What follows belongs to an exercise in optimizing a design on an open flow for small area, a short achievable clock period and few clock cycles; a production flow would make more cautious choices. In this exercise RTL edits were held to simulation tests only and were not proved equivalent to the original.

## the reference run
// cpu_cache
module cpu_cache (
	input clk,
	input reset_n,
	output readM1,
	output [15:0] address1,
	input [15:0] instData00,
	input [15:0] instData01,
	input [15:0] instData10,
	input [15:0] instData11,
	input [1:0] instReady,
	output readM2,
	output writeM2,
	output [15:0] address2,
	input [15:0] memData00,
	input [15:0] memData01,
	input [15:0] memData10,
	input [15:0] memData11,
	input [1:0] memReadReady,
	input [1:0] memWriteReady,
	output [15:0] evicted2_address,
	output [15:0] evicted2_00,
	output [15:0] evicted2_01,
	output [15:0] evicted2_10,
	output [15:0] evicted2_11,
	output reg [15:0] num_inst,
	output reg [15:0] output_port,
	output reg is_halted
);
	function flow;
		input [15:0] w;
		flow = (w[15:12] == 4'd9) | (w[15:12] == 4'd10) |
			((w[15:12] == 4'd15) & ((w[5:0] == 6'd25) | (w[5:0] == 6'd26) | (w[5:0] == 6'd29))) |
			((w[15:14] == 2'b00) & w[7]);
	endfunction
	function reads;
		input [15:0] w;
		input [1:0] r;
		reads = ((w[11:10] == r) & ~((w[15:12] == 4'd6) | (w[15:12] == 4'd9) | (w[15:12] == 4'd10) |
				(w[15:12] == 4'd11) | (w[15:12] == 4'd12) | (w[15:12] == 4'd13) | (w[15:12] == 4'd14))) |
			((w[9:8] == r) & (((w[15:12] == 4'd15) & (w[5:2] == 4'd0)) | (w[15:12] == 4'd8) |
				(w[15:12] == 4'd0) | (w[15:12] == 4'd1)));
	endfunction
	reg [1:0] st1, st2r, st2w;
	always @(posedge clk) begin
		st1 <= instReady;
		st2r <= memReadReady;
		st2w <= memWriteReady;
	end
	wire idle1 = (st1 == 2'd2);
	wire idle2r = (st2r == 2'd2);
	wire rdy1 = (instReady == 2'd1);
	wire rdy2 = (memReadReady == 2'd1);
	reg [15:0] pc;
	reg id_v;
	reg [15:0] id_ins;
	reg fa, fb;           
	reg [3:0] ra, rb;     
	reg luse;             
	reg mem_v, mem_fw, mem_ld, mem_st, mem_wwd, mem_hlt;
	reg [1:0] mem_rd;
	reg [15:0] mem_res;
	reg [15:0] mem_sd;
	reg mem_hD, mem_mR;   
	reg [15:0] rf0, rf1, rf2, rf3;
	reg [13:0] tagI;      
	reg hasI;             
	reg vI;               
  ...
Size: ~2800 cells after synthesis, roughly 410 flip-flops, roughly 280 I/O pins.
clock: 11.0 ns
lec_check: 0
cap_margin: 20
core_margin: 2
core_utilization: 40
slew_margin: 20
standard.sh (not shown) runs the stock make flow with config.mk's settings and CLKGATE_MAP_FILE= SYNTH_SCRIPT=/design/flow/synth_recipe.tcl, a recipe that flattens the netlist after the stock synthesis.
==> flow/flow/run.sh <==
#!/bin/bash
# The standard layout (standard.sh), with three changes to how it is made:
#  - ports are buffered with sky130_fd_sc_hd__buf_1 instead of the delay buffer
#    that buffer_ports picks by default,
#  - timing repair aims for 7 ns of setup slack (the SDC is unchanged),
#  - the clock tree clusters up to 25 sinks within 70 um.
# The make output goes to flow.log in this folder; ORFS keeps each step's log
# under orfs/logs.
set -euo pipefail
bash standard.sh \
  "BUFFER_PORTS_ARGS=-buffer_cell sky130_fd_sc_hd__buf_1" \
  SETUP_SLACK_MARGIN=7 \
  CTS_CLUSTER_SIZE=25 \
  CTS_CLUSTER_DIAMETER=70 \
  finish > flow.log 2>&1
The reference run ran to completion and came out clean on the timing, design-rule and antenna checks.
Testbench counts of the reference run, summed over its fixed seeds: cycles 243,786.
### the reference run -> the trial run
==> flow/flow/run.sh <==
#!/bin/bash
# The standard layout (standard.sh), with three changes to how it is made:
#  - ports are buffered with sky130_fd_sc_hd__buf_1 instead of the delay buffer
#    that buffer_ports picks by default,
#  - timing repair aims for 6 ns of setup slack (the SDC is unchanged),
#  - the clock tree clusters up to 25 sinks within 80 um.
# The make output goes to flow.log in this folder; ORFS keeps each step's log
# under orfs/logs.
set -euo pipefail
bash standard.sh \
  "BUFFER_PORTS_ARGS=-buffer_cell sky130_fd_sc_hd__buf_1" \
  SETUP_SLACK_MARGIN=6 \
  CTS_CLUSTER_SIZE=25 \
  CTS_CLUSTER_DIAMETER=80 \
  finish > flow.log 2>&1
Results
The routed via count divided by cell count of the trial run falls short of that of the reference run by 0.057. A last element of the critical path of pc[15] is what the reference run shows, while mem_res[14] belongs to the trial run. Taking the reference run as the reference, in the trial run sequential standard cell area now smaller, met3 usage in global routing now smaller, non-filler instance count after layout now smaller, worst-case reg-to-reg path depth now larger. The trial run vs the reference run — worst setup slack dropped 0.63 ns. The trial run: weighted congestion reported at the end of routability-driven placement is 0.52% lower than what the reference run reported.

afterwards: timing with drivers on the ports:
The results above use ideal ports. As a check the final layouts listed here were re-extracted and re-timed, cells and wires unchanged. Step 1, drivers: a clkbuf_16 drives clk and a buf_2 each remaining input, both assumed. Step 2 moves the port delays by t, midway between the first and last clock arrival at a register: inputs arrive t later, outputs are due t later. That takes back most of the time a late clock gives input paths. Slacks: no drivers / after step 1 / after step 2; pairs: no drivers / after step 1.
run	t (ns)	setup WS [ns]	worst setup path at the end	clock arrival spread, ns	worst slew at a driven data input, ns
the reference run	0.647	6.875 / 6.875 / 6.269	input to register	0.041 / 0.041	0.08
the trial run	0.692	6.242 / 6.242 / 5.583	input to register	0.035 / 0.036	0.07
After both steps setup and hold are still met in every run listed. The setup slack of the trial run, which loses most, moves by 0.000 ns with the drivers and by -0.659 ns with both steps.
